Source: an optimization exercise on an open RTL-to-GDS flow (aim: small area). Production flows keep margins and buffers that such runs may drop. At most, simulation tests tie the RTL to the original design; equivalence was not proved. Function not checked in runs 1 to 5: the RTL went through the layout flow alone. Power and IR drop assume default switching activity.

--- flow/config.mk ---
export PLATFORM = sky130hd
export DESIGN_NAME = dino_game_top
export DESIGN_NICKNAME = dino_game_top
export VERILOG_FILES = /design/flow/design.v
export SDC_FILE = /design/flow/constraint.sdc
export NUM_CORES = 4
export LEC_CHECK = 0
export CAP_MARGIN = 20
export CORE_MARGIN = 2
export CORE_UTILIZATION = 40
export SLEW_MARGIN = 20
--- flow/constraint.sdc ---
create_clock -name core_clock -period 10.0 [get_ports {clk}]
set_input_delay 2.0000 -clock core_clock [delete_from_list [all_inputs] [get_ports {clk}]]
set_output_delay 2.0000 -clock core_clock [all_outputs]
set_load 0.01 [all_outputs]
--- flow/design.v ---
module dino_game_top(
    input clk, rst,
    input jump, crouch,
    output [7:0] dinor,
    output [15:0] outc,
    output [6:0] HEX0, HEX1, HEX2, HEX3, HEX4, HEX5
);
    reg [5:0] u;
    wire [2:0] row = u[5:3];
    wire scan  = (u[2:0] == 3'd7);      
    wire gsamp = (u == 6'd35);          
    wire gtick = (u == 6'd39);          
    always @(posedge clk or negedge rst)
        if (!rst) u <= 6'd4;
        else u <= u + 6'd1;
    assign dinor = ~(8'b00000001 << row);
    wire button = !jump || !crouch;
    reg [5:0] blink_cnt;
    reg blink;
    always @(posedge clk or negedge rst) begin
        if (!rst) begin
            blink_cnt <= 0; blink <= 0;
        end else if (scan) begin
            if (blink_cnt == 6'd40) begin
                blink_cnt <= 0; blink <= ~blink;
            end else
                blink_cnt <= blink_cnt + 6'd1;
        end
    end
    reg [5:0] h;
    reg [3:0] anim_cnt;
    reg anim;
    reg jp, cp;             
    wire notjump = &h[5:1];
    wire crouching = notjump & h[0];
    wire running = notjump & ~h[0];
    always @(posedge clk or negedge rst) begin
        if (!rst) begin
            jp <= 0; cp <= 0;
        end else if (gsamp) begin
            jp <= !jump; cp <= !crouch;
        end
    end
    always @(posedge clk or negedge rst) begin
        if (!rst) begin
            h <= 6'd62; anim_cnt <= 0; anim <= 0;
        end else if (gtick) begin
            if (anim_cnt == 4'd10) begin
                anim_cnt <= 0; anim <= ~anim;
            end else
                anim_cnt <= anim_cnt + 4'd1;
            if (running) begin
                if (jp) h <= 6'd0;
                else if (cp) h <= 6'd63;
            end else if (crouching) begin
                if (!cp) h <= 6'd62;
            end else begin
                if (h == 6'd60) h <= 6'd62;
                else h <= h + 6'd1;
            end
        end
    end
    reg [15:0] p;
    always @(posedge clk or negedge rst)
        if (!rst) p <= 16'h62B5;
        else p <= {p[14:0], p[15] ^ p[13] ^ p[12] ^ p[10]};
    reg [1:0] gsr;
    reg pat;
    reg [4:0] x;
    reg [2:0] d;
    reg f;
    reg shape;
    reg [15:0] dino_row;
    always @(*) begin
        case ({crouching, ~notjump, anim})
            3'b000: case (row)
                3'd5: dino_row=16'b0001100000000000;
                3'd4: dino_row=16'b0001010000000000;
                3'd3: dino_row=16'b0101100000000000;
                3'd2: dino_row=16'b0111100000000000;
                3'd1: dino_row=16'b0011000000000000;
                3'd0: dino_row=16'b0010100000000000;
                default: dino_row=0; endcase
            3'b001: case (row)
                3'd5: dino_row=16'b0001100000000000;
                3'd4: dino_row=16'b0001010000000000;
                3'd3: dino_row=16'b0101100000000000;
                3'd2: dino_row=16'b0111100000000000;
                3'd1: dino_row=16'b0011000000000000;
                3'd0: dino_row=16'b0101000000000000;
                default: dino_row=0; endcase
            3'b010: case (row)
                3'd7: dino_row=16'b0100000000000000;
                3'd6: dino_row=16'b0010011000000000;
                3'd5: dino_row=16'b0011110100000000;
                3'd4: dino_row=16'b0001111000000000;
                3'd3: dino_row=16'b0001010000000000;
                default: dino_row=0; endcase
            3'b011: case (row)
                3'd7: dino_row=16'b0100000000000000;
                3'd6: dino_row=16'b0010011000000000;
                3'd5: dino_row=16'b0011110100000000;
                3'd4: dino_row=16'b0001111000000000;
                3'd3: dino_row=16'b0010001000000000;
                default: dino_row=0; endcase
            3'b100: case (row)
                3'd3: dino_row=16'b0100110000000000;
                3'd2: dino_row=16'b0111111000000000;
                3'd1: dino_row=16'b0011100000000000;
                3'd0: dino_row=16'b0010010000000000;
                default: dino_row=0; endcase
            default: case (row)
                3'd3: dino_row=16'b0100110000000000;
                3'd2: dino_row=16'b0111111000000000;
                3'd1: dino_row=16'b0011100000000000;
                3'd0: dino_row=16'b0100100000000000;
                default: dino_row=0; endcase
        endcase
    end
    reg [4:0] obs_raw;
    always @(*) begin
        if (!f) obs_raw = 0;
        else if (shape == 0) begin  
            case (row)
                3'd2: obs_raw=5'b00101;
                3'd1: obs_raw=5'b01011;
                3'd0: obs_raw=5'b01001;
                default: obs_raw=0; endcase
        end else begin  
            case (row)
                3'd7: obs_raw=5'b00010;
                3'd6: obs_raw=5'b00110;
                3'd5: obs_raw=5'b10111;
                3'd4: obs_raw=5'b01110;
                default: obs_raw=0; endcase
        end
    end
    wire [31:0] obs_wide = {27'b0, obs_raw} << x;
    wire [15:0] obs_row = obs_wide[31:16];
    wire [15:0] game_row = dino_row | obs_row;
    wire coll = |(dino_row & obs_row);
    reg [15:0] start_row, end_row;
    always @(*) begin
        case (row)
            3'd2: start_row = 16'b0000000010000000;
            3'd3: start_row = 16'b0000000011000000;
            3'd4: start_row = 16'b0000000011100000;
            3'd5: start_row = 16'b0000000011000000;
            3'd6: start_row = 16'b0000000010000000;
            default: start_row = 16'b0000000000000000;
        endcase
        case (row)
            3'd3: end_row = 16'b1110100010110000;
            3'd4: end_row = 16'b1000100110101000;
            3'd5: end_row = 16'b1110101010100100;
            3'd6: end_row = 16'b1000110010101000;
            3'd7: end_row = 16'b1110100010110000;
            default: end_row = 16'b0000000000000000;
        endcase
    end
    assign outc = !pat ? 16'b0 :
                  gsr[1] ? end_row :
                  gsr[0] ? game_row : start_row;
    wire [1:0] gs = (gsr == 2'd1 && pat && coll) ? 2'd2 : gsr;
    wire gs_run = (gs == 2'd1);
    always @(posedge clk or negedge rst) begin
        if (!rst) begin
            gsr <= 0; pat <= 0;
        end else if (scan) begin
            case (gs)
                2'd1: begin gsr <= 2'd1; pat <= 1'b1; end
                2'd0: if (button) begin gsr <= 2'd1; pat <= 1'b0; end
                      else begin gsr <= 2'd0; pat <= blink; end
                default: if (button) begin gsr <= 2'd0; pat <= 1'b0; end
                      else begin gsr <= 2'd2; pat <= blink; end
            endcase
        end
    end
    always @(posedge clk or negedge rst) begin
        if (!rst) begin
            x <= 5'd11; d <= 3'd5; f <= 0; shape <= 0;
        end else if (gtick) begin
            case (gs)
                2'd0: begin
                    x <= 5'd11; d <= 3'd5; f <= 0; shape <= 0;
                end
                2'd1: begin
                    if (d != 3'd5)
                        d <= d + 3'd1;
                    else begin
                        d <= 0;
                        x <= x + 5'd1;
                        if (x == 5'd31) begin
                            f <= 1'b1;
                            if (f) shape <= p[15];
                        end
                    end
                end
                default: x <= 0;
            endcase
        end
    end
    reg [3:0] tc;
    always @(posedge clk or negedge rst) begin
        if (!rst) tc <= 0;
        else if (gs_run && tc != 4'd9) tc <= tc + 4'd1;
        else tc <= 0;
    end
    reg [3:0] digit0, digit1, digit2, digit3, digit4, digit5;
    always @(posedge clk or negedge rst) begin
        if (!rst) begin
            digit0 <= 0; digit1 <= 0; digit2 <= 0;
            digit3 <= 0; digit4 <= 0; digit5 <= 0;
        end else if (gs_run) begin
            if (tc == 4'd9) begin
                if (digit0 == 4'd9) begin
                    digit0 <= 0;
                    if (digit1 == 4'd9) begin
                        digit1 <= 0;
                        if (digit2 == 4'd9) begin
                            digit2 <= 0;
                            if (digit3 == 4'd9) begin
                                digit3 <= 0;
                                if (digit4 == 4'd9) begin
                                    digit4 <= 0;
                                    if (digit5 == 4'd9) digit5 <= 0;
                                    else digit5 <= digit5 + 4'd1;
                                end else digit4 <= digit4 + 4'd1;
                            end else digit3 <= digit3 + 4'd1;
                        end else digit2 <= digit2 + 4'd1;
                    end else digit1 <= digit1 + 4'd1;
                end else digit0 <= digit0 + 4'd1;
            end
        end else if (button) begin
            digit0 <= 0; digit1 <= 0; digit2 <= 0;
            digit3 <= 0; digit4 <= 0; digit5 <= 0;
        end
    end
    function [6:0] seg7;
        input [3:0] n;
        begin
            case (n)
                4'h0: seg7 = 7'b1000000;
                4'h1: seg7 = 7'b1111001;
                4'h2: seg7 = 7'b0100100;
                4'h3: seg7 = 7'b0110000;
                4'h4: seg7 = 7'b0011001;
                4'h5: seg7 = 7'b0010010;
                4'h6: seg7 = 7'b0000010;
                4'h7: seg7 = 7'b1111000;
                4'h8: seg7 = 7'b0000000;
                4'h9: seg7 = 7'b0010000;
                default: seg7 = 7'b1111111;
            endcase
        end
    endfunction
    assign HEX0 = seg7(digit0);
    assign HEX1 = seg7(digit1);
    assign HEX2 = seg7(digit2);
    assign HEX3 = seg7(digit3);
    assign HEX4 = seg7(digit4);
    assign HEX5 = seg7(digit5);
endmodule
--- flow/run.sh ---
#!/bin/bash
# synth_recipe.tcl (not shown) runs the flow's synth.tcl, then flattens the netlist and writes it again
# the make line also repeats each setting of config.mk as NAME=value (left out here)
make -C /OpenROAD-flow-scripts/flow DESIGN_CONFIG=/design/flow/config.mk WORK_HOME=/design/flow/orfs CLKGATE_MAP_FILE= SYNTH_SCRIPT=/design/flow/synth_recipe.tcl finish
==> results.json, run 1 <==
{
  "vias": 5916,
  "synthesis.area_um2": 6346,
  "fin_setup_tns_ns": 0,
  "power_uw": 859.4,
  "worst_slew_pin_slew_ns": 1.011,
  "die_w_um": 130.0,
  "avgSynthCellArea_um2": 7.972,
  "post_cts_buffers": 0,
  "synth-edff-count": 0,
  "grt_pass1_vias": 5512,
  "worst_slew_margin_rel": 0.3257,
  "routed_wl_um": 16980,
  "drc_errors": 0,
  "drv_slew": 0,
  "setup_ws_ns": 4.502,
  "leakage_nw": 3.022,
  "clkTransAtPathRegs_ns": 0.07,
  "netlist.area_leader.share": 0.2524,
  "crit_required_ns": 8.00,
  "gr-usage-all-layers": 0.2048,
  "clkLatencyLatePin_ns": 0.35,
  "wire_per_inst_um": 16.08,
  "rsz0062_at_grt": "false",
  "syn_to_final_growth_pct": 17.01,
  "rows": 46,
  "yosys.area_share.simple": 0.2526,
  "diodes": 0,
  "synth-seq-cells": 83,
  "nets": 879,
  "dieArea_um2": 16890,
  "ys_async_sr_fraction": 1.000,
  "fin_cells": 1056,
  "worstPathMaxFanout": 31,
  "grt_pass1_wl_um": 27540,
  "finalCriticalPeriod_ns": 5.498,
  "synth_nets": 840,
  "finClkSkew_ns": 0.01301,
  "io_pins": 70,
  "root_buffer": "clkbuf_16",
  "synth-compound-area-share": 0.2435,
  "drv_cap": 0,
  "start_util": 0.4039,
  "timing.hold.ws_ns": 0.3545,
  "status": "finished clean",
  "fin_crit_sh": 0.5498,
  "hold_class": "register to register",
  "path_class": "register to output port",
  "cts_tree": "built",
  "max_freq_mhz": 181.9,
  "h-tree-depth": 3,
  "synth_cells": 796,
  "die_h_um": 130.0,
  "dp_hpwl_um": 12580,
  "synth-adder-area-share": 0.07886,
  "worstPathArrival_ns": 3.50,
  "cts_resized": 0,
  "synth_area_leaders": "dfrtp_1, ha_1, dfstp_2",
  "place.gp.congestion": 0.9375,
  "powerDensity_nw_per_um2": 115.7,
  "endpoint_kind": "output port",
  "synth_top_family_by_area": "simple AND/OR/NAND/NOR gates",
  "grt_max_degree": 84,
  "gr-total-overflow": 0,
  "dp_cells": 1040,
  "antenna_found_initial": 0,
  "numCtsBuffers": 9,
  "ys_top_cells_by_count": "nor2_1, nand2_1, a21oi_1, dfrtp_1, o21ai_0",
  "via_per_inst": 5.602,
  "hold_viol_final": 0,
  "postLayoutCoreUtil": 0.4726,
  "drt_iter0_markers": 475,
  "layout-drive-gt1-share": 0.07738,
  "synth.distinct_cells": 82,
  "synth_most_common_cell": "nor2_1",
  "portBuffers": 69,
  "core_area_um2": 15710,
  "yosysWarnings": 1,
  "ant_nets": 0,
  "place_ws_ns": 4.940,
  "dr.pass1.iters": 5,
  "yosysTopAreaCell": "dfrtp_1",
  "start_kind": "register",
  "setup_viol": 0,
  "synth-main-ff-cell": "dfrtp_1",
  "place_area_um2": 7101,
  "max-vdd-ir-drop_uv": 95.86,
  "cts.sinks": 83,
  "synth.area.mux_share": 0.009858,
  "postCtsHoldBufs": 0,
  "clockBufferDepth": 2,
  "final_area_um2": 7426,
  "synth-xor-area-share": 0.02484,
  "ys_seq_area_frac": 0.3310
}
[critical path, cell delays in order, from the launching register on]
cell and delay, ns:
dfrtp_1 0.90, nor2b_1 0.33, a21oi_1 0.11, o22ai_1 0.40, o211ai_1 0.18, o22ai_1 0.18
and2_1 0.21, nand3_1 0.11, a21oi_1 0.17, clkdlybuf4s50_1 0.55
[worst paths after layout]
| kind | startpoint | to | slack, ns | cells after the start |
|---|---|---|---|---|
| min reg2reg | p[8] | p[9] | 0.35 | 0 |
| max | u[4] | outc[15] | 4.50 | 9 |
| max in group asynchronous | rst | digit4[3] | 7.79 | 1 |
| max reg2reg | u[5] | digit5[3] | 5.94 | 10 |
| min | p[8] | p[9] | 0.35 | 0 |
| min in group asynchronous | rst | blink_cnt[3] | 1.70 | 1 |
[cell type report]
type                            count  area, um^2
Multi-Input combinational cell    627        3869
Clock inverter                      4       55.05
Sequential cell                    83        2101
Timing Repair Buffer               70       699.4
Fill cell                        1499        8287
Clock buffer                       12       266.5
Tap cell                          216       270.3
Inverter                           44       165.2
[routing by layer]
layer,vias up,track usage,routed length [um]
met5,-,0,0
met2,186,0.3240,7911
met3,33,0.03116,788
li1,2906,-,-
met4,0,0.08286,452
met1,2791,0.2819,7826
[sequential cells by signal, summed over array words and instances, names as in the netlist, 5 cells and up]
signal / cells
blink_cnt: 6
h: 6
p: 16
u: 6
x: 5
[cell usage in the layout (no fill, tap or decap), drive strengths merged, types with 8 or more instances in the layout]
master,instances
nor2b,14
a31oi,12
a21oi,66
and3,11
o31ai,10
nand2b,17
o21ai,66
nor2,99
nand3,29
inv,43
or2,12
nor3,13
clkdlybuf4s50,68
nand2,84
xor2,9
dfstp,19
and2,8
clkbuf,12
xnor2,9
ha,40
dfrtp,64
[where the power goes]
group	switching, mW	internal [mW]
sequential	0.0204	0.351
combinational	0.0680	0.0690
clock	0.135	0.216
total	0.224	0.636
[cell families after synthesis]
kind of cell             after synthesis
AND/OR/NAND/NOR                      326
AO/OA/AOI/OAI                        237
buffers and inverters                 86
flip-flops                            83
adder cells (fa/ha/maj)               40
XOR/XNOR                              18
multiplexers                           6
==> inputs of run 2 (changes only) <==
--- a/flow/config.mk
+++ b/flow/config.mk
@@ -5,6 +5,7 @@
 export SDC_FILE = /design/flow/constraint.sdc
 export NUM_CORES = 4
 export LEC_CHECK = 0
+export ABC_AREA = 1
 export CAP_MARGIN = 20
 export CORE_MARGIN = 2
 export CORE_UTILIZATION = 40
==> run 2 against run 1 <==
Still clean on timing, DRC and antenna. Total power grew 26%. Worst setup slack improved by 0.71 ns. Sequential power increased by 8.4%. Hold slack lost 0.0075 ns. Sequential share of layout area grew 0.77 points. First-iteration DRC count decreased by 6.5%. Cell count increased by 3.9%. Clock skew decreased by 0.0061 ns. Via count is 2.8% lower. Critical endpoint is now outc[0].
==> results.json, run 2 <==
{
  "rrSetupSlack_ns": 6.87,
  "clkLatencyLatePin_ns": 0.34,
  "die_w_um": 127.6,
  "worstReg2RegEnd": "digit2[3]",
  "syn_to_final_growth_pct": 18.28,
  "post_cts_buffers": 0,
  "p_sw_uw": 342.8,
  "critical_path.max_stage_delay_ns": 0.61,
  "postLayoutCoreUtil": 0.4791,
  "diodes": 0,
  "worst_slew_pin_slew_ns": 0.7380,
  "ys_seq_area_frac": 0.3437,
  "wire_per_inst_um": 13.54,
  "final_area_um2": 7229,
  "power.internal_uw": 742.5,
  "finClkSkew_ns": 0.006889,
  "layout-drive-gt1-share": 0.08911,
  "fin_setup_tns_ns": 0,
  "ant_nets": 0,
  "leakage_nw": 3.472,
  "regMostFlops": "p",
  "cts.sinks": 83,
  "path_class": "register to output port",
  "grt_pass1_vias": 5105,
  "start_kind": "register",
  "dieArea_um2": 16290,
  "rsz0062_at_grt": "false",
  "postCtsHoldBufs": 0,
  "h-tree-depth": 3,
  "drt_iter0_markers": 444,
  "setup_viol": 0,
  "via_per_inst": 5.242,
  "whs_endpoint": "p[9]",
  "io_pins": 70,
  "drv_slew": 0,
  "seq_power_share": 0.371,
  "ys_async_sr_fraction": 1.000,
  "ys_top_cells_by_count": "nand2_1, inv_1, nor2_1, o21ai_0, nand3_1",
  "nets": 948,
  "die_h_um": 127.6,
  "synthesis.area_um2": 6112,
  "fin_crit_sh": 0.4788,
  "hold_class": "register to register",
  "yosysTopAreaCell": "dfrtp_1",
  "synth-edff-count": 0,
  "dp_cells": 1081,
  "cp_slowest_cell": "clkdlybuf4s50_1",
  "powerDensity_nw_per_um2": 150.1,
  "place_area_um2": 6932,
  "final_common_cell": "nand2_1",
  "gr-total-overflow": 0,
  "worstHoldStart": "p[8]",
  "max-vdd-ir-drop_uv": 152.8,
  "power_frac_comb": 0.320,
  "start_util": 0.4051,
  "place.gp.congestion": 0.9238,
  "synth-seq-cells": 83,
  "dp_hpwl_um": 11200,
  "yosysWarnings": 1,
  "crit_required_ns": 8.00,
  "netlist.area_leader.share": 0.2620,
  "vias": 5750,
  "layout_common_cells": "nand2_1, inv_1, nor2_1",
  "max_freq_mhz": 208.8,
  "drc_errors": 0,
  "fin_cells": 1097,
  "critical_path.cell_chain": "inv_1 -> nor2_1 -> inv_1 -> nor2_1 -> inv_1 -> a2111oi_0 -> clkdlybuf4s50_1",
  "endpoint_kind": "output port",
  "reg2reg_from": "u[4]",
  "grt_pass1_wl_um": 24720,
  "synth_nets": 890,
  "core_area_um2": 15090,
  "worstPathMaxFanout": 5,
  "antenna_found_initial": 0,
  "portBuffers": 69,
  "finalCriticalPeriod_ns": 4.788,
  "worstPathArrival_ns": 2.79,
  "status": "finished clean",
  "synth-main-ff-cell": "dfrtp_1",
  "rows": 45,
  "critical_path.most_common_cell": "inv_1",
  "clkTransAtPathRegs_ns": 0.06,
  "avgSynthCellArea_um2": 7.225,
  "worst_slew_margin_rel": 0.5080,
  "synth_most_common_cell": "nand2_1",
  "dr.pass1.iters": 6,
  "synth_area_leaders": "dfrtp_1, nand2_1, ha_1",
  "grt_max_degree": 58,
  "numCtsBuffers": 9,
  "clockBufferDepth": 2,
  "switching_share": 0.3158,
  "timing.hold.ws_ns": 0.3471,
  "synth_cells": 846,
  "hold_viol_final": 0,
  "cts_resized": 0,
  "gr-usage-all-layers": 0.1852,
  "drv_cap": 0,
  "reg2reg_depth": 17,
  "hold_depth": 0,
  "routed_wl_um": 14860,
  "largest_register_ffs": 16,
  "cts_tree": "built",
  "synth.distinct_cells": 49,
  "root_buffer": "clkbuf_16",
  "p_clk_frac": 0.309
}
## run 2: cell types whose count changed in the layout (fill, tap and decap cells not counted), moves of 9 or more
cell and change:
nand2b_1 -17, and3_1 -10, o21ai_0 +12, nor2_1 -13
a21oi_1 -31, nor2b_1 -14, or2_2 -9, nand2_2 +9
nand3_1 +40, inv_1 +52, nand2_1 +109
## run 2: worst max-delay path by stage
stage / start / end / slack, ns / cells after the start
6_report: gsr[0] / outc[0] / 5.21 / 7
5_1_grt: gsr[0] / outc[0] / 5.00 / 7
4_1_cts: gsr[0] / outc[0] / 5.18 / 7
3_5_place_dp: gsr[0] / outc[0] / 5.56 / 7
3_3_place_gp: gsr[1] / outc[0] / 5.62 / 6
2_1_floorplan: gsr[1] / outc[0] / 5.78 / 6
## run 2: power groups by stage
stage | registers (mW) | clock network [mW] | logic [mW]
after floorplan | 0.392 | 0 | 0.206
after global placement | 0.407 | 0 | 0.348
after detailed placement | 0.407 | 0 | 0.351
after CTS | 0.401 | 0.346 | 0.352
after global routing | 0.407 | 0.360 | 0.393
final | 0.402 | 0.336 | 0.347
## run 2: final cells by class
type / instances / area (um^2)
fill: 1511 / 7860
multi-input combinational: 636 / 3506
timing repair buffer: 71 / 703.2
tap: 188 / 235.2
sequential: 83 / 2101
clock inverter: 4 / 51.30
inverter: 103 / 386.6
clock buffer: 12 / 246.5
## run 2: cells by family (layout without fill, tap and decap cells)
group                      count (synthesis)  in the layout  synth area share
buffers and inverters                    127            190           0.08270
and+or+nand+nor                          412            412            0.3062
adders and majority gates                 40             40           0.08188
AOI/OAI and AO/OA                        165            165            0.1582
DFF                                       83             83            0.3437
xor gates and xnor gates                  19             19           0.02723
## run 2: per-stage QoR
| stage | setup WS [ns] | power [mW] |
|---|---|---|
| floorplan | 5.779 | 0.5975 |
| global placement | 5.624 | 0.7554 |
| detailed placement | 5.556 | 0.7580 |
| CTS | 5.185 | 1.099 |
| global route | 4.999 | 1.160 |
| finish | 5.212 | 1.085 |
## run 2: critical path, delay by kind of cell, from the launching register on
kind                   cells  cell delay, ns
AOI/OAI and AO/OA          1            0.39
and+or+nand+nor            2            0.64
DFF                        1            0.44
buffers and inverters      4            0.98
## run 2: routing by layer
layer	part of all wire	track usage	wire length, um
met1	0.48	0.2618	7164
met2	0.46	0.2966	6888
met5	0	0	0
met3	0.044	0.03183	649
met4	0.010	0.04460	155
==> inputs of run 3 (changes only) <==
--- a/flow/config.mk
+++ b/flow/config.mk
@@ -6,7 +6,8 @@
 export NUM_CORES = 4
 export LEC_CHECK = 0
 export ABC_AREA = 1
+export ABC_CLOCK_PERIOD_IN_PS = 10000
 export CAP_MARGIN = 20
 export CORE_MARGIN = 2
-export CORE_UTILIZATION = 40
+export CORE_UTILIZATION = 50
 export SLEW_MARGIN = 20
==> run 3 against run 2 <==
First-iteration DRC count grew 7.2%. Via count increased by 2.2%. Fmax is 14% lower. Total power grew 1.0%. Combinational power about the same. Cell count shrank 3.8%. Clock power is 3% higher. Cell area decreased by 0.67%. Global-route usage increased by 5.0 points. Die area shrank 19%. Critical path depth unchanged. Sequential power about the same. Largest power group unchanged.
==> results.json, run 3 <==
{
  "status": "finished clean",
  "h-tree-depth": 3,
  "synthesis.area_um2": 6112,
  "ys_seq_area_frac": 0.3437,
  "synth_cells": 846,
  "grt_max_degree": 53,
  "place_area_um2": 6873,
  "final_common_cell": "nand2_1",
  "hold_viol_final": 0,
  "die_w_um": 114.6,
  "via_per_inst": 5.571,
  "grt_pass1_wl_um": 24870,
  "drt_iter0_markers": 476,
  "synth_nets": 890,
  "hold_class": "register to register",
  "avgSynthCellArea_um2": 7.225,
  "synth-main-ff-cell": "dfrtp_1",
  "yosysWarnings": 1,
  "rrSetupSlack_ns": 6.80,
  "ant_nets": 0,
  "synth_area_leaders": "dfrtp_1, nand2_1, ha_1",
  "powerDensity_nw_per_um2": 152.7,
  "worstPathArrival_ns": 3.58,
  "power_mw": 1.097,
  "p_sw_uw": 357.7,
  "max_freq_mhz": 179.4,
  "finalCriticalPeriod_ns": 5.575,
  "worstPathMaxFanout": 12,
  "drv_cap": 0,
  "gr-total-overflow": 0,
  "diodes": 0,
  "drv_slew": 0,
  "seq_power_share": 0.367,
  "synth.distinct_cells": 49,
  "ys_async_sr_fraction": 1.000,
  "synth_most_common_cell": "nand2_1",
  "gr-usage-all-layers": 0.2352,
  "place.gp.congestion": 0.9875,
  "yosysTopAreaCell": "dfrtp_1",
  "worst_slew_pin_slew_ns": 1.061,
  "finClkSkew_ns": 0.005506,
  "leakage_nw": 3.469,
  "worst_slew_margin_rel": 0.2900,
  "rows": 40,
  "post_cts_buffers": 0,
  "numCtsBuffers": 9,
  "path_class": "register to output port",
  "rsz0062_at_grt": "false",
  "final_area_um2": 7181,
  "layout_common_cells": "nand2_1, inv_1, nor2_1",
  "fin_setup_tns_ns": 0,
  "dp_hpwl_um": 11310,
  "syn_to_final_growth_pct": 17.48,
  "dieArea_um2": 13130,
  "start_util": 0.5110,
  "grt_pass1_vias": 5302,
  "drc_errors": 0,
  "largest_register_ffs": 16,
  "core_area_um2": 11960,
  "regMostFlops": "p",
  "synth-seq-cells": 83,
  "cts.sinks": 83,
  "setup_viol": 0,
  "vias": 5877,
  "antenna_found_initial": 0,
  "root_buffer": "clkbuf_16",
  "cts_resized": 0,
  "dr.pass1.iters": 5,
  "clkTransAtPathRegs_ns": 0.07,
  "fin_crit_sh": 0.5575,
  "ys_top_cells_by_count": "nand2_1, inv_1, nor2_1, o21ai_0, nand3_1",
  "fill_cells": 1058,
  "postCtsHoldBufs": 0,
  "switching_share": 0.3262,
  "endpoint_kind": "output port",
  "clkLatencyLatePin_ns": 0.35,
  "start_kind": "register",
  "routed_wl_um": 14950,
  "clockBufferDepth": 2,
  "crit_required_ns": 8.00,
  "layout-drive-gt1-share": 0.09031,
  "fin_cells": 1055,
  "power.internal_uw": 738.8,
  "io_pins": 70,
  "cts_tree": "built",
  "max-vdd-ir-drop_uv": 119.7,
  "dp_cells": 1039,
  "synth-edff-count": 0,
  "p_clk_frac": 0.315,
  "power_frac_comb": 0.318,
  "wire_per_inst_um": 14.17,
  "nets": 947,
  "portBuffers": 69,
  "die_h_um": 114.6,
  "netlist.area_leader.share": 0.2620
}
==> run 3: layout make-up <==
cell class,count,area [um^2],area share
flip-flops and latches,83,2101,0.2926
well taps,147,183.9,0.02561
clock inverters,7,82.58,0.01150
multi-input cells,636,3506,0.4882
inverters,103,386.6,0.05384
clock buffers,9,225.2,0.03136
repair buffers,70,695.7,0.09688
==> run 3: worst max-delay path: stages (launching register included) <==
cell             delay (ns)
dfrtp_1                0.42
inv_1                  0.11
nor2_1                 0.81
inv_1                  0.26
nor2_1                 0.50
inv_1                  0.13
a2111oi_0              0.38
clkdlybuf4s50_1        0.61
==> run 3: worst paths after layout <==
path / cells past startpoint / from / end
min in group asynchronous: 1 / rst / digit2[3]
max reg2reg: 17 / u[5] / digit2[2]
min reg2reg: 0 / p[3] / p[4]
min: 0 / p[3] / p[4]
max: 7 / gsr[0] / outc[0]
max in group asynchronous: 2 / rst / blink_cnt[3]
==> run 3: cell families (layout without fill, tap and decap cells) <==
| logic type | count (synthesis) | count (layout) | synth area share |
|---|---|---|---|
| AND/OR/NAND/NOR | 412 | 412 | 0.3062 |
| AO/OA/AOI/OAI | 165 | 165 | 0.1582 |
| buffers and inverters | 127 | 189 | 0.08270 |
| flip-flops | 83 | 83 | 0.3437 |
| adder cells (fa/ha/maj) | 40 | 40 | 0.08188 |
| XOR/XNOR | 19 | 19 | 0.02723 |
==> run 3: metal layers <==
layer / GRT usage / vias up / wire (um)
met3: 0.04923 / 31 / 716
met5: 0 / - / 0
met1: 0.3092 / 2772 / 6787
met2: 0.3819 / 169 / 7065
met4: 0.08862 / 0 / 381
li1: - / 2905 / -
==> run 3: through the flow <==
stage | utilization | hold WS, ns | setup WS (ns)
final | 0.6003 | 0.3577 | 4.425
after global routing | 0.6003 | 0.3615 | 4.205
after CTS | 0.6003 | 0.3602 | 4.435
after detailed placement | 0.5746 | 0.3384 | 4.819
after global placement | 0.5746 | 0.3420 | 4.854
after floorplan | - | 0.3312 | 5.779
==> run 3: power groups by stage <==
stage | sequential, mW | clock [mW] | combinational [mW]
5_1_grt | 0.408 | 0.366 | 0.392
3_5_place_dp | 0.407 | 0 | 0.352
4_1_cts | 0.402 | 0.352 | 0.353
6_report | 0.402 | 0.346 | 0.348
3_3_place_gp | 0.405 | 0 | 0.344
2_1_floorplan | 0.392 | 0 | 0.206
==> inputs of run 4 (changes only) <==
==> flow/flow/run.sh (new file) <==
#!/bin/bash
# Own flow: the standard ORFS layout (standard.sh), with these changes:
#  - no half/full-adder cell mapping in synthesis (abc maps the adders as gates);
#  - the port buffers are buf_1 cells;
#  - CTS uses clkbuf_8 buffers, larger sink clusters and no dummy loads.
set -euo pipefail
export ADDER_MAP_FILE=
export BUFFER_PORTS_ARGS="-buffer_cell sky130_fd_sc_hd__buf_1"
export CTS_ARGS="-sink_clustering_enable -repair_clock_nets -buf_list sky130_fd_sc_hd__clkbuf_8 -sink_clustering_size 25 -sink_clustering_max_diameter 60 -dont_use_dummy_load"
bash standard.sh > standard_flow.log 2>&1
==> flow/standard.sh (new file) <==
#!/bin/bash
# synth_recipe.tcl (not shown) runs the flow's synth.tcl, then flattens the netlist and writes it again
# the make line also repeats each setting of config.mk as NAME=value (left out here)
make -C /OpenROAD-flow-scripts/flow DESIGN_CONFIG=/design/flow/config.mk WORK_HOME=/design/flow/orfs CLKGATE_MAP_FILE= SYNTH_SCRIPT=/design/flow/synth_recipe.tcl "${@:-finish}"
--- a/flow/config.mk
+++ b/flow/config.mk
@@ -6,7 +6,6 @@
 export NUM_CORES = 4
 export LEC_CHECK = 0
 export ABC_AREA = 1
-export ABC_CLOCK_PERIOD_IN_PS = 10000
 export CAP_MARGIN = 20
 export CORE_MARGIN = 2
 export CORE_UTILIZATION = 50
removed: flow/run.sh
==> run 4 against run 3 <==
Total power is 26% lower. Clock-buffer cell count did not move. Global-route usage up 0.35 points. Clock skew grew 0.026 ns. Register-to-register slack lost 0.09 ns.
==> results.json, run 4 <==
{
  "synth-main-ff-cell": "dfrtp_1",
  "rows": 38,
  "final_common_cell": "nand2_1",
  "reg2reg_depth": 18,
  "worstPathArrival_ns": 2.90,
  "finClkSkew_ns": 0.03160,
  "worstHoldStart": "p[1]",
  "finalCriticalPeriod_ns": 4.900,
  "use_met3": 0.03527,
  "layout_common_cells": "nand2_1, inv_1, nor2_1",
  "setup_ws_ns": 5.100,
  "drv_slew": 0,
  "cts_resized": 0,
  "fin_cells": 1002,
  "numCtsBuffers": 9,
  "start_kind": "register",
  "die_w_um": 110.0,
  "dieArea_um2": 12090,
  "netlist.area_leader.share": 0.2852,
  "yosysWarnings": 1,
  "synth-seq-cells": 83,
  "drc_errors": 0,
  "hold_class": "register to register",
  "post_cts_buffers": 0,
  "wire_per_inst_um": 13.98,
  "timing.hold.ws_ns": 0.3619,
  "use_met1": 0.3023,
  "clkLatencyLatePin_ns": 0.37,
  "path_class": "register to output port",
  "hold_viol_final": 0,
  "critical_path.cell_chain": "inv_1 -> nor2_1 -> inv_1 -> nor2_1 -> inv_1 -> nor2_1 -> o21ai_0 -> a21oi_1 -> buf_1",
  "cts_tree": "built",
  "dp_cells": 993,
  "grt_use_met2": 0.4110,
  "synth_most_common_cell": "nand2_1",
  "grt_busiest_layer": "met2",
  "place.gp.congestion": 0.9083,
  "portBuffers": 69,
  "critical_path_buf_inv_count": 4,
  "powerDensity_nw_per_um2": 132.9,
  "place_area_um2": 5943,
  "cp_slowest_cell": "nor2_1",
  "synthesis.area_um2": 5615,
  "reg2reg_from": "u[4]",
  "synth_cells": 801,
  "routed_wl_um": 14000,
  "core_area_um2": 10890,
  "cp_num_cells": 9,
  "antenna_found_initial": 0,
  "status": "finished clean",
  "rsz0062_at_grt": "false",
  "crit_start": "gsr[0]",
  "max-vdd-ir-drop_uv": 127.3,
  "nets": 868,
  "postCtsHoldBufs": 0,
  "critPathTopFamily": "simple AND/OR/NAND/NOR gates",
  "synth.distinct_cells": 45,
  "ys_top_cells_by_count": "nand2_1, inv_1, nor2_1, dfrtp_1, nand3_1",
  "cts.sinks": 83,
  "via_per_inst": 5.438,
  "fin_crit_sh": 0.4900,
  "postLayoutCoreUtil": 0.5572,
  "io_pins": 70,
  "synth-edff-count": 0,
  "fin_setup_tns_ns": 0,
  "diodes": 0,
  "max_freq_mhz": 204.1,
  "place_ws_ns": 5.518,
  "leakage_nw": 2.920,
  "crit_required_ns": 8.00,
  "drv_cap": 0,
  "yosysTopAreaCell": "dfrtp_1",
  "largest_register_ffs": 16,
  "syn_to_final_growth_pct": 8.044,
  "regMostFlops": "p",
  "ys_async_sr_fraction": 1.000,
  "gr-usage-all-layers": 0.2387,
  "final_area_um2": 6067,
  "ys_seq_area_frac": 0.3741,
  "h-tree-depth": 3,
  "drt_iter0_markers": 428,
  "avgSynthCellArea_um2": 7.010,
  "synth_nets": 805,
  "root_buffer": "clkbuf_8",
  "gr-total-overflow": 0,
  "layout-drive-gt1-share": 0.09281,
  "grt_max_degree": 75,
  "vias": 5449,
  "ant_nets": 0,
  "dr.pass1.iters": 6,
  "worst_slew_margin_rel": 0.3683,
  "dp_hpwl_um": 10670,
  "clkTransAtPathRegs_ns": 0.10,
  "start_util": 0.5157,
  "die_h_um": 110.0,
  "clockBufferDepth": 2,
  "synth_area_leaders": "dfrtp_1, nand2_1, dfstp_2",
  "power_uw": 806.3,
  "setup_viol": 0,
  "endpoint_kind": "output port",
  "worst_slew_pin_slew_ns": 0.9475,
  "grt_pass1_wl_um": 22710,
  "hold_depth": 0,
  "critical_path.max_stage_delay_ns": 0.69,
  "grt_pass1_vias": 4912,
  "worstPathMaxFanout": 11
}
[run 4: cell count changes in the layout (fill, tap and decap cells not counted), moves of 9 or more]
cell             delta
buf_1              +68
clkdlybuf4s50_1    -68
ha_1               -40
o21ai_1            +14
o21ai_0            -12
a21oi_1            -11
inv_1              +11
clkbuf_16           -9
clkbuf_8            +9
nor2_1              +9
[run 4: cell type report]
type / instances / area (um^2)
Sequential cell: 83 / 2101
Timing Repair Buffer: 70 / 270.3
Fill cell: 1089 / 4821
Inverter: 114 / 430.4
Clock buffer: 9 / 123.9
Tap cell: 140 / 175.2
Multi-Input combinational cell: 586 / 2967
[run 4: metal layers]
layer,vias to the layer above,share of wire
li1,2750,-
met1,2530,0.44
met2,142,0.50
met3,27,0.043
met4,0,0.021
met5,-,0
[run 4: path summary, 6_finish.rpt]
path                                  end  slack [ns]
worst min-delay path                 p[2]        0.36
worst min register to register       p[2]        0.36
worst max register to register  digit5[1]        6.71
max in group asynchronous            h[0]        7.34
min in group asynchronous       digit3[1]        1.49
worst max-delay path              outc[0]        5.10
[run 4: cells by family after synthesis]
family	count (synthesis)	synth area share
XOR/XNOR	20	0.03119
AO/OA/AOI/OAI	148	0.1506
AND/OR/NAND/NOR	418	0.3465
buffers and inverters	132	0.09759
flip-flops	83	0.3741
[run 4: where the power goes]
group / switching [mW] / internal (mW)
registers: 0.0272 / 0.359
clock network: 0.107 / 0.0806
logic: 0.151 / 0.0812
total: 0.285 / 0.521
==> inputs of run 5 (changes only) <==
==> flow/flow/run.sh (replaced) <==
#!/bin/bash
# Own flow: the standard ORFS layout (standard.sh), with these changes:
#  - synthesis: no half/full-adder cells (abc maps adders as plain gates), and
#    the final abc mapping uses flow/area.abc (area-oriented dch + map -a);
#    everything else, registers included, is the standard flow's synthesis script;
#  - the port buffers are buf_1 cells;
#  - CTS uses clkbuf_8 buffers, larger sink clusters and no dummy loads.
# Every tool's output goes to standard_flow.log here, and ORFS's own logs to orfs/logs.
set -euo pipefail
work=$PWD
export ADDER_MAP_FILE=
export BUFFER_PORTS_ARGS="-buffer_cell sky130_fd_sc_hd__buf_1"
export CTS_ARGS="-sink_clustering_enable -repair_clock_nets -buf_list sky130_fd_sc_hd__clkbuf_8 -sink_clustering_size 25 -sink_clustering_max_diameter 60 -dont_use_dummy_load"
export MY_ABC_SCRIPT=$work/flow/area.abc
cat > $work/own_synth.tcl <<EOT
# The standard flow's synthesis script, with abc's -script replaced by \$::env(MY_ABC_SCRIPT)
proc abc {args} {
  set i [lsearch -exact \$args -script]
  if { \$i >= 0 } {
    set args [lreplace \$args [expr {\$i + 1}] [expr {\$i + 1}] \$::env(MY_ABC_SCRIPT)]
  }
  yosys abc {*}\$args
}
source $work/synth_recipe.tcl
EOT
sed "s|SYNTH_SCRIPT=[^ ]*|SYNTH_SCRIPT=$work/own_synth.tcl|" standard.sh > own_standard.sh
grep -q "SYNTH_SCRIPT=$work/own_synth.tcl" own_standard.sh
bash own_standard.sh > standard_flow.log 2>&1
==> flow/flow/area.abc (new file) <==
strash
dc2
dch -f
map -a
strash
dc2
dch -f
map -a
topo
==> run 5 against run 4 <==
Clock skew up 0.011 ns. Register-to-register slack lost 3.0 ns. Sequential share of layout area rose by 3.7 points. Synthesized cell count decreased by 13%. Still clean. Cell count fell by 9.3%. Hold slack lost 0.013 ns. Core utilization is 1.1 points higher.
==> results.json, run 5 <==
{
  "die_h_um": 103.2,
  "nets": 782,
  "largest_register_ffs": 16,
  "drv_slew": 0,
  "dp_hpwl_um": 9334,
  "critical_path.max_stage_delay_ns": 0.54,
  "ys_async_sr_fraction": 1.000,
  "synth_area_leaders": "dfrtp_1, nor2_1, dfstp_2",
  "power.internal_uw": 418.0,
  "max_freq_mhz": 160.0,
  "final_common_cell": "nor2_1",
  "crit_required_ns": 10.24,
  "endpoint": "digit5[2]",
  "path_class": "register to register",
  "synth-edff-count": 0,
  "synth.distinct_cells": 30,
  "crit_start": "h[2]",
  "cp_num_cells": 30,
  "grt_busiest_layer": "met2",
  "cp_slowest_cell": "dfstp_2",
  "io_pins": 70,
  "root_buffer": "clkbuf_8",
  "ant_nets": 0,
  "postCtsHoldBufs": 0,
  "start_util": 0.5104,
  "layout_common_cells": "nor2_1, clkinv_1, nand2_1",
  "worst_slew_pin_slew_ns": 0.9449,
  "synth-main-ff-cell": "dfrtp_1",
  "ys_seq_area_frac": 0.4270,
  "place.gp.congestion": 0.9734,
  "synth-seq-cells": 83,
  "worstPathArrival_ns": 6.49,
  "p_sw_uw": 110.3,
  "endpoint_kind": "register",
  "use_met3": 0.03629,
  "grt_use_met2": 0.4011,
  "final_area_um2": 5480,
  "routed_wl_um": 12240,
  "use_met1": 0.3162,
  "vias": 4963,
  "diodes": 0,
  "h-tree-depth": 3,
  "yosysWarnings": 1,
  "worstReg2RegEnd": "digit5[2]",
  "powerDensity_nw_per_um2": 96.40,
  "yosysTopAreaCell": "dfrtp_1",
  "via_per_inst": 5.460,
  "dieArea_um2": 10650,
  "antenna_found_initial": 0,
  "worst_slew_margin_rel": 0.3701,
  "leakage_nw": 2.157,
  "place_area_um2": 5356,
  "reg2reg_depth": 30,
  "clkTransAtPathRegs_ns": 0.10,
  "wire_per_inst_um": 13.47,
  "clockBufferDepth": 2,
  "gr-total-overflow": 0,
  "critical_path_buf_inv_count": 9,
  "synth_cells": 697,
  "critPathTopFamily": "simple AND/OR/NAND/NOR gates",
  "seq_power_share": 0.637,
  "p_clk_frac": 0.348,
  "power_frac_comb": 0.015,
  "switching_share": 0.2088,
  "fin_crit_sh": 0.6249,
  "reg2reg_from": "h[2]",
  "finClkSkew_ns": 0.04256,
  "cts.sinks": 83,
  "max-vdd-ir-drop_uv": 66.19,
  "hold_class": "register to register",
  "worstPathMaxFanout": 14,
  "grt_pass1_vias": 4457,
  "regMostFlops": "p",
  "rrSetupSlack_ns": 3.75,
  "drc_errors": 0,
  "dr.pass1.iters": 5,
  "post_cts_buffers": 0,
  "drt_iter0_markers": 264,
  "cts_resized": 0,
  "gr-usage-all-layers": 0.2368,
  "grt_max_degree": 78,
  "finalCriticalPeriod_ns": 6.249,
  "portBuffers": 69,
  "grt_pass1_wl_um": 20200,
  "layout-drive-gt1-share": 0.04510,
  "core_area_um2": 9639,
  "start_kind": "register",
  "netlist.area_leader.share": 0.3255,
  "cts_tree": "built",
  "rsz0062_at_grt": "false",
  "numCtsBuffers": 9,
  "critical_path.most_common_cell": "clkinv_1",
  "die_w_um": 103.2,
  "ys_top_cells_by_count": "nor2_1, clkinv_1, nand2_1, o21ai_0, dfrtp_1",
  "avgSynthCellArea_um2": 7.058,
  "setup_viol": 0,
  "rows": 36,
  "status": "finished clean",
  "synth_most_common_cell": "nor2_1",
  "hold_viol_final": 0,
  "fin_setup_tns_ns": 0,
  "syn_to_final_growth_pct": 11.39,
  "synthesis.area_um2": 4920,
  "synth_nets": 701,
  "drv_cap": 0,
  "clkLatencyLatePin_ns": 0.35
}
run 5: layout make-up:
type                    instances  area (um^2)
clock buffers                   9        123.9
fillers                       976         4159
inverters                     114        427.9
multi-input cells             500         2391
flip-flops and latches         83         2101
well taps                     133        166.4
repair buffers                 70        270.3
run 5: worst reg2reg max path: cells and delay by family, from the launching register on:
family          cells  cell delay (ns)
simple gates       16             3.16
buf+inv             9             1.49
compound gates      5             0.97
flops               1             0.54
run 5: cell families after synthesis:
group	share of synthesized area
xor+xnor	0.02849
simple gates	0.2536
flops	0.4270
buf+inv	0.08698
compound gates	0.2040
run 5: worst min-delay path by stage:
stage          start     to  slack, ns  cells past startpoint
2_1_floorplan  p[11]  p[12]       0.33                      0
3_3_place_gp   p[11]  p[12]       0.34                      0
3_5_place_dp    p[3]   p[4]       0.34                      0
4_1_cts         p[1]   p[2]       0.36                      0
5_1_grt         p[1]   p[2]       0.37                      0
6_report        p[1]   p[2]       0.35                      0
run 5: metrics by stage:
step | worst slack (ns) | power [mW] | hold WS, ns | std cells | utilization
finish | 3.751 | 0.5283 | 0.3492 | 909 | 0.5685
global route | 2.821 | 0.5502 | 0.3651 | 909 | 0.5685
CTS | 3.774 | 0.5354 | 0.3573 | 909 | 0.5685
detailed placement | 3.832 | 0.3514 | 0.3402 | 900 | 0.5557
global placement | 4.097 | 0.3511 | 0.3360 | 900 | 0.5557
floorplan | 4.977 | 0.3432 | 0.3312 | 697 | -
run 5: per-layer routing:
metal / routed length, um / share of wire / vias up
met1: 5365 / 0.44 / 2300
met4: 181 / 0.015 / 0
met3: 749 / 0.061 / 17
li1: - / - / 2484
met5: 0 / 0 / -
met2: 5944 / 0.49 / 162
run 5: power by group through the flow:
stage               logic, mW  registers, mW  clock network, mW
floorplan            0.000463          0.343                  0
detailed placement    0.00859          0.343                  0
global placement      0.00832          0.343                  0
global route          0.00964          0.337              0.204
finish                0.00791          0.337              0.184
CTS                   0.00857          0.337              0.190
==> inputs of run 6 (changes only) <==
--- a/flow/design.v
+++ b/flow/design.v
@@ -21,7 +21,7 @@
         if (!rst) begin
             blink_cnt <= 0; blink <= 0;
         end else if (scan) begin
-            if (blink_cnt == 6'd40) begin
+            if (blink_cnt[5] & blink_cnt[3]) begin    
                 blink_cnt <= 0; blink <= ~blink;
             end else
                 blink_cnt <= blink_cnt + 6'd1;
@@ -34,18 +34,15 @@
     wire notjump = &h[5:1];
     wire crouching = notjump & h[0];
     wire running = notjump & ~h[0];
-    always @(posedge clk or negedge rst) begin
-        if (!rst) begin
-            jp <= 0; cp <= 0;
-        end else if (gsamp) begin
+    always @(posedge clk)
+        if (gsamp) begin
             jp <= !jump; cp <= !crouch;
         end
-    end
     always @(posedge clk or negedge rst) begin
         if (!rst) begin
             h <= 6'd62; anim_cnt <= 0; anim <= 0;
         end else if (gtick) begin
-            if (anim_cnt == 4'd10) begin
+            if (anim_cnt[3] & anim_cnt[1]) begin    
                 anim_cnt <= 0; anim <= ~anim;
             end else
                 anim_cnt <= anim_cnt + 4'd1;
@@ -55,7 +52,7 @@
             end else if (crouching) begin
                 if (!cp) h <= 6'd62;
             end else begin
-                if (h == 6'd60) h <= 6'd62;
+                if (&h[5:2]) h <= 6'd62;    
                 else h <= h + 6'd1;
             end
         end
@@ -185,7 +182,7 @@
                     x <= 5'd11; d <= 3'd5; f <= 0; shape <= 0;
                 end
                 2'd1: begin
-                    if (d != 3'd5)
+                    if (!(d[2] & d[0]))    
                         d <= d + 3'd1;
                     else begin
                         d <= 0;
@@ -201,29 +198,28 @@
         end
     end
     reg [3:0] tc;
-    always @(posedge clk or negedge rst) begin
-        if (!rst) tc <= 0;
-        else if (gs_run && tc != 4'd9) tc <= tc + 4'd1;
+    wire tc9 = tc[3] & tc[0];    
+    always @(posedge clk)
+        if (gs_run && !tc9) tc <= tc + 4'd1;
         else tc <= 0;
-    end
     reg [3:0] digit0, digit1, digit2, digit3, digit4, digit5;
     always @(posedge clk or negedge rst) begin
         if (!rst) begin
             digit0 <= 0; digit1 <= 0; digit2 <= 0;
             digit3 <= 0; digit4 <= 0; digit5 <= 0;
         end else if (gs_run) begin
-            if (tc == 4'd9) begin
-                if (digit0 == 4'd9) begin
+            if (tc9) begin
+                if (digit0[3] & digit0[0]) begin
                     digit0 <= 0;
-                    if (digit1 == 4'd9) begin
+                    if (digit1[3] & digit1[0]) begin
                         digit1 <= 0;
-                        if (digit2 == 4'd9) begin
+                        if (digit2[3] & digit2[0]) begin
                             digit2 <= 0;
-                            if (digit3 == 4'd9) begin
+                            if (digit3[3] & digit3[0]) begin
                                 digit3 <= 0;
-                                if (digit4 == 4'd9) begin
+                                if (digit4[3] & digit4[0]) begin
                                     digit4 <= 0;
-                                    if (digit5 == 4'd9) digit5 <= 0;
+                                    if (digit5[3] & digit5[0]) digit5 <= 0;
                                     else digit5 <= digit5 + 4'd1;
                                 end else digit4 <= digit4 + 4'd1;
                             end else digit3 <= digit3 + 4'd1;
@@ -250,7 +246,12 @@
                 4'h7: seg7 = 7'b1111000;
                 4'h8: seg7 = 7'b0000000;
                 4'h9: seg7 = 7'b0010000;
-                default: seg7 = 7'b1111111;
+                4'ha: seg7 = 7'b0000100;
+                4'hb: seg7 = 7'b0110000;
+                4'hc: seg7 = 7'b0010010;
+                4'hd: seg7 = 7'b0010010;
+                4'he: seg7 = 7'b0000010;
+                default: seg7 = 7'b1111000;
             endcase
         end
     endfunction
==> run 6 against run 5 <==
Die area decreased by 5.1%. Via count fell by 7.6%. Flip-flop and latch count unchanged. Still clean on timing, DRC and antenna.
==> results.json, run 6 <==
{
  "synth-seq-cells": 83,
  "synth_cells": 650,
  "critical_path.max_stage_delay_ns": 0.74,
  "synth.area.mux_share": 0,
  "io_pins": 70,
  "rrSetupSlack_ns": 2.28,
  "grt_pass1_wl_um": 19160,
  "largest_register_ffs": 16,
  "regMostFlops": "p",
  "h-tree-depth": 3,
  "ant_nets": 0,
  "finalCriticalPeriod_ns": 7.720,
  "synth_area_leaders": "dfrtp_1, nor2_1, dfstp_2",
  "postCtsHoldBufs": 0,
  "die_w_um": 100.5,
  "clockBufferDepth": 2,
  "post_cts_buffers": 0,
  "critPathTopFamily": "simple AND/OR/NAND/NOR gates",
  "netlist.area_leader.share": 0.3116,
  "rsz0062_at_grt": "false",
  "synth-compound-area-share": 0.1985,
  "yosys.area_share.simple": 0.2471,
  "diodes": 0,
  "reg2reg_depth": 34,
  "yosysTopAreaCell": "dfrtp_1",
  "die_h_um": 100.5,
  "dp_hpwl_um": 8660,
  "place.gp.congestion": 0.9344,
  "vias": 4588,
  "synth-adder-area-share": 0,
  "rows": 35,
  "hold_class": "register to register",
  "worstReg2RegEnd": "digit5[2]",
  "portBuffers": 69,
  "fin_crit_sh": 0.7720,
  "ys_seq_area_frac": 0.4488,
  "routed_wl_um": 11440,
  "worst_slew_pin_slew_ns": 0.9654,
  "synth-edff-count": 2,
  "ys_top_cells_by_count": "nor2_1, clkinv_1, nand2_1, dfrtp_1, o21ai_0",
  "grt_pass1_vias": 4126,
  "fin_setup_tns_ns": 0,
  "critical_path.most_common_cell": "clkinv_1",
  "place_area_um2": 5060,
  "drv_slew": 0,
  "worstHoldStart": "p[4]",
  "cp_slowest_cell": "nor4_1",
  "drt_iter0_markers": 245,
  "nets": 734,
  "dr.pass1.iters": 5,
  "drc_errors": 0,
  "max_freq_mhz": 129.5,
  "antenna_found_initial": 0,
  "final_area_um2": 5184,
  "synthesis.area_um2": 4658,
  "ys_async_sr_fraction": 0.9277,
  "max-vdd-ir-drop_uv": 61.09,
  "synth_most_common_cell": "nor2_1",
  "drv_cap": 0,
  "gr-total-overflow": 0,
  "synth_nets": 654,
  "worst_slew_margin_rel": 0.3505,
  "powerDensity_nw_per_um2": 101.2,
  "start_util": 0.5090,
  "layout_common_cells": "nor2_1, clkinv_1, nand2_1",
  "synth-main-ff-cell": "dfrtp_1",
  "core_area_um2": 9153,
  "reg2reg_from": "u[3]",
  "cts_tree": "built",
  "hold_depth": 0,
  "worstPathMaxFanout": 11,
  "yosysWarnings": 1,
  "endpoint_kind": "register",
  "syn_to_final_growth_pct": 11.28,
  "synth-xor-area-share": 0.01128,
  "start_kind": "register",
  "hold_viol_final": 0,
  "grt_max_degree": 78,
  "synth_top_family_by_area": "simple AND/OR/NAND/NOR gates",
  "critical_path_buf_inv_count": 11,
  "wire_per_inst_um": 13.64,
  "synth.distinct_cells": 29,
  "worstPathArrival_ns": 7.97,
  "finClkSkew_ns": 0.03290,
  "via_per_inst": 5.468,
  "avgSynthCellArea_um2": 7.166,
  "crit_required_ns": 10.25,
  "status": "finished clean",
  "numCtsBuffers": 9,
  "gr-usage-all-layers": 0.2372,
  "final_common_cell": "nor2_1",
  "power_uw": 524.7,
  "leakage_nw": 2.018,
  "layout-drive-gt1-share": 0.03984,
  "cts.sinks": 83,
  "dieArea_um2": 10100,
  "whs_endpoint": "p[5]",
  "cts_resized": 0,
  "root_buffer": "clkbuf_8",
  "setup_viol": 0,
  "clkLatencyLatePin_ns": 0.34,
  "path_class": "register to register",
  "clkTransAtPathRegs_ns": 0.09
}
[run 6: layout make-up]
class | instances | area [um^2]
fill | 885 | 3969
multi-input combinational | 450 | 2128
sequential | 83 | 2091
inverter | 117 | 439.2
timing repair buffer | 69 | 262.8
tap | 111 | 138.9
clock buffer | 9 | 123.9
[run 6: worst reg2reg max path: cells and delay by family, from the launching register on]
family	cells	cell delay, ns
AND/OR/NAND/NOR	12	3.15
AO/OA/AOI/OAI	11	2.20
buffers and inverters	11	1.81
flip-flops	1	0.47
[run 6: worst max-delay path by stage]
stage,start,to,slack [ns],depth (start not counted)
after floorplan,u[3],digit5[2],4.10,34
after global placement,u[3],digit5[2],2.98,34
after detailed placement,u[3],digit5[2],2.47,34
after CTS,u[3],digit5[2],2.45,34
after global routing,u[3],digit5[2],1.16,34
final,u[3],digit5[2],2.28,34
[run 6: cell families after synthesis]
logic type / Yosys count
flip-flops: 83
AO/OA/AOI/OAI: 159
buffers and inverters: 117
XOR/XNOR: 6
AND/OR/NAND/NOR: 285
[run 6: through the flow]
| stage | std cells | hold slack [ns] | util | worst slack (ns) |
|---|---|---|---|---|
| 2_1_floorplan | 650 | 0.3312 | - | 4.100 |
| 3_5_place_dp | 830 | 0.3461 | 0.5528 | 2.465 |
| 6_report | 839 | 0.3598 | 0.5664 | 2.280 |
| 4_1_cts | 839 | 0.3609 | 0.5664 | 2.445 |
| 3_3_place_gp | 830 | 0.3358 | 0.5528 | 2.981 |
| 5_1_grt | 839 | 0.3668 | 0.5664 | 1.158 |
[run 6: where the power goes]
| part | switching (mW) | internal (mW) | leakage (nW) |
|---|---|---|---|
| Combinational | 0.00658 | 0.000473 | 0.951 |
| Sequential | 0 | 0.337 | 1.00 |
| Clock | 0.100 | 0.0806 | 0.0647 |
[run 6: per-layer routing]
metal | share of wire | vias to the layer above | global-route usage
li1 | - | 2328 | -
met1 | 0.47 | 2086 | 0.3317
met2 | 0.47 | 158 | 0.3826
met3 | 0.050 | 16 | 0.03121
met4 | 0.017 | 0 | 0.08325
met5 | 0 | - | 0
==> inputs of run 7 (changes only) <==
--- a/flow/flow/run.sh
+++ b/flow/flow/run.sh
@@ -1,7 +1,7 @@
 #!/bin/bash
 # Own flow: the standard ORFS layout (standard.sh), with these changes:
 #  - synthesis: no half/full-adder cells (abc maps adders as plain gates), and
-#    the final abc mapping uses flow/area.abc (area-oriented dch + map -a);
+#    the final abc mapping uses flow/area.abc (area-oriented dch + amap);
 #    everything else, registers included, is the standard flow's synthesis script;
 #  - the port buffers are buf_1 cells;
 #  - CTS uses clkbuf_8 buffers, larger sink clusters and no dummy loads.
@@ -10,7 +10,7 @@
 work=$PWD
 export ADDER_MAP_FILE=
 export BUFFER_PORTS_ARGS="-buffer_cell sky130_fd_sc_hd__buf_1"
-export CTS_ARGS="-sink_clustering_enable -repair_clock_nets -buf_list sky130_fd_sc_hd__clkbuf_8 -sink_clustering_size 25 -sink_clustering_max_diameter 60 -dont_use_dummy_load"
+export CTS_ARGS="-sink_clustering_enable -repair_clock_nets -buf_list sky130_fd_sc_hd__clkbuf_8 -sink_clustering_size 40 -sink_clustering_max_diameter 100 -dont_use_dummy_load"
 export MY_ABC_SCRIPT=$work/flow/area.abc
 cat > $work/own_synth.tcl <<EOT
 # The standard flow's synthesis script, with abc's -script replaced by \$::env(MY_ABC_SCRIPT)
==> flow/flow/area.abc (replaced) <==
strash
dc2
dch -f
amap
mfs
strash
dc2
dch -f
amap
topo
==> run 7 against run 6 <==
Wire length is 7.4% lower. Total power is 45% higher. Flip-flop and latch count stayed put. Largest cell class unchanged. Still clean on timing, DRC and antenna. Critical endpoint is now digit5[3].
==> results.json, run 7 <==
{
  "dp_hpwl_um": 8009,
  "via_per_inst": 5.686,
  "synth_area_leaders": "dfrtp_1, nor2_1, dfstp_2",
  "power_uw": 758.7,
  "drv_slew": 0,
  "routed.top_layer": "met4",
  "synth-seq-cells": 83,
  "hold_viol_final": 0,
  "dieArea_um2": 9789,
  "final_common_cell": "nor2_1",
  "h-tree-depth": 3,
  "critical_path.most_common_cell": "nor2_1",
  "cp_slowest_cell": "a211oi_1",
  "dr.pass1.iters": 5,
  "grt_pass1_vias": 3960,
  "postLayoutCoreUtil": 0.5766,
  "worstHoldStart": "p[11]",
  "worstPathArrival_ns": 7.02,
  "max-vdd-ir-drop_uv": 133.6,
  "start_kind": "register",
  "post_cts_buffers": 0,
  "synth_most_common_cell": "nor2_1",
  "timing.hold.ws_ns": 0.3350,
  "grt_max_degree": 78,
  "fin_setup_tns_ns": 0,
  "avgSynthCellArea_um2": 7.852,
  "grt_pass1_wl_um": 18230,
  "gr-usage-all-layers": 0.2245,
  "postCtsHoldBufs": 0,
  "nets": 658,
  "endpoint": "digit5[3]",
  "yosysWarnings": 1,
  "setup_ws_ns": 3.247,
  "wire_per_inst_um": 13.94,
  "clockBufferDepth": 2,
  "synthesis.area_um2": 4507,
  "crit_start": "h[3]",
  "path_class": "register to register",
  "ant_nets": 0,
  "cts_tree": "built",
  "drc_errors": 0,
  "reg2reg_depth": 21,
  "cts_resized": 0,
  "powerDensity_nw_per_um2": 150.9,
  "wl_met3_um": 585,
  "synth.distinct_cells": 37,
  "crit_required_ns": 10.27,
  "synth-main-ff-cell": "dfrtp_1",
  "core_area_um2": 8721,
  "die_h_um": 98.94,
  "yosysTopAreaCell": "dfrtp_1",
  "rsz0062_at_grt": "false",
  "finClkSkew_ns": 0.03381,
  "finalCriticalPeriod_ns": 6.753,
  "numCtsBuffers": 9,
  "netlist.area_leader.share": 0.3220,
  "place.gp.congestion": 0.9741,
  "worst_slew_margin_rel": 0.3690,
  "met1Wirelength_um": 4961,
  "drt_iter0_markers": 266,
  "endpoint_kind": "register",
  "ys_async_sr_fraction": 0.9277,
  "place_ws_ns": 3.300,
  "die_w_um": 98.94,
  "leakage_nw": 1.851,
  "ys_top_cells_by_count": "nor2_1, clkinv_1, dfrtp_1, nand2_1, nor3_1",
  "start_util": 0.5168,
  "io_pins": 70,
  "critical_path.cell_chain": "nand4_1 -> nor2_1 -> clkinv_1 -> nor2_1 -> clkinv_1 -> o31ai_1 -> o22ai_1 -> nor4_1 -> nor2_1 -> nor2_1 -> clkinv_1 -> nor3_1 -> and3_1 -> nor2_1 -> a211oi_1 -> o211ai_1 -> nor2_1 -> clkinv_1 -> nor3_1 -> o21ai_0 -> o22ai_1",
  "fin_crit_sh": 0.6753,
  "synth-edff-count": 2,
  "gr-total-overflow": 0,
  "rows": 34,
  "setup_viol": 0,
  "fin_cells": 760,
  "clkTransAtPathRegs_ns": 0.09,
  "worstReg2RegEnd": "digit5[3]",
  "largest_register_ffs": 16,
  "worst_slew_pin_slew_ns": 0.9464,
  "rrSetupSlack_ns": 3.25,
  "dp_cells": 751,
  "routed_wl_um": 10590,
  "max_freq_mhz": 148.1,
  "layout-drive-gt1-share": 0.04448,
  "critical_path.max_stage_delay_ns": 0.63,
  "place_area_um2": 4905,
  "drv_cap": 0,
  "wl_met2_um": 4819,
  "ys_seq_area_frac": 0.4639,
  "portBuffers": 69,
  "root_buffer": "clkbuf_8",
  "layout_common_cells": "nor2_1, clkinv_1, buf_1",
  "worstPathMaxFanout": 13,
  "reg2reg_from": "h[3]",
  "status": "finished clean",
  "regMostFlops": "p",
  "clkLatencyLatePin_ns": 0.34,
  "hold_class": "register to register",
  "synth_cells": 574,
  "final_area_um2": 5029,
  "synth_nets": 578,
  "syn_to_final_growth_pct": 11.58,
  "vias": 4321,
  "diodes": 0,
  "antenna_found_initial": 0,
  "cts.sinks": 83
}
[run 7: changes by cell type after synthesis, moves of 12 or more]
cell      change
nand2_1      -36
o21ai_0      -20
a21oi_1      -26
o22a_1       +12
nand3_1      -14
o22ai_1      +13
clkinv_1     -36
[run 7: how the worst min path moves through the flow]
| stage | end | slack [ns] | depth (start not counted) |
|---|---|---|---|
| final | p[12] | 0.34 | 0 |
| after global routing | p[12] | 0.34 | 0 |
| after CTS | p[12] | 0.34 | 0 |
| after detailed placement | p[4] | 0.34 | 0 |
| after global placement | p[12] | 0.34 | 0 |
| after floorplan | p[12] | 0.33 | 0 |
[run 7: metal layers]
metal  up-vias  track usage
met5         -            0
met4         0      0.07482
met3        18      0.03617
met2       132       0.3529
met1      1997       0.3186
li1       2174            -
[run 7: final cells by class]
| class | count | area [um^2] |
|---|---|---|
| fillers | 848 | 3692 |
| multi-input cells | 410 | 2112 |
| flip-flops and latches | 83 | 2091 |
| inverters | 81 | 304.0 |
| repair buffers | 69 | 262.8 |
| well taps | 108 | 135.1 |
| clock buffers | 9 | 123.9 |
[run 7: kinds of logic after synthesis]
group | synth area share
simple gates | 0.2296
compound gates | 0.2390
flops | 0.4639
buf+inv | 0.06746
[run 7: critical path, delay by kind of cell, from the launching register on]
| kind | cells | cell delay, ns |
|---|---|---|
| flip-flops | 1 | 0.57 |
| buffers and inverters | 4 | 1.13 |
| AND/OR/NAND/NOR | 11 | 3.14 |
| AO/OA/AOI/OAI | 6 | 1.84 |
[run 7: power breakdown]
part           leakage, nW  switching, mW  internal, mW
clock               0.0647          0.101        0.0805
sequential           0.949         0.0282         0.362
combinational        0.837          0.118        0.0694
total                 1.85          0.246         0.512

[afterwards: timing with drivers on the ports]
Ports are ideal in the flow. The routed layouts listed here were re-timed in OpenROAD.
Step 1 (the two cells are an assumption about what drives the block):
set clk [get_ports {clk}]
set_driving_cell -lib_cell sky130_fd_sc_hd__clkbuf_16 $clk
set_driving_cell -lib_cell sky130_fd_sc_hd__buf_2 [delete_from_list [all_inputs] $clk]
Step 2 adds t to the input delays and takes it off the output delays; t is the mean of the earliest and latest rising clock arrival at the registers after step 1. Input paths then give back, and output paths get back, about the clock's delay inside the block.
a / b / c = no drivers / after step 1 / after step 2; a / b = the first two.
| run | t, ns | slack for setup (ns) | clock arrival spread, ns | slew at the worst register clock pin (ns) |
|---|---|---|---|---|
| run 1 | 0.376 | 4.502 / 4.466 / 4.841 | 0.013 / 0.013 | 0.07 / 0.07 |
| run 2 | 0.380 | 5.212 / 5.172 / 5.552 | 0.007 / 0.007 | 0.06 / 0.06 |
| run 3 | 0.387 | 4.425 / 4.385 / 4.772 | 0.006 / 0.006 | 0.07 / 0.07 |
| run 4 | 0.388 | 5.100 / 5.066 / 5.454 | 0.032 / 0.032 | 0.10 / 0.10 |
| run 5 | 0.359 | 3.751 / 3.751 / 3.751 | 0.043 / 0.043 | 0.10 / 0.10 |
| run 6 | 0.360 | 2.280 / 2.280 / 2.280 | 0.032 / 0.033 | 0.09 / 0.09 |
| run 7 | 0.358 | 3.247 / 3.247 / 3.247 | 0.034 / 0.034 | 0.09 / 0.09 |
After both steps setup and hold are still met in every run listed.
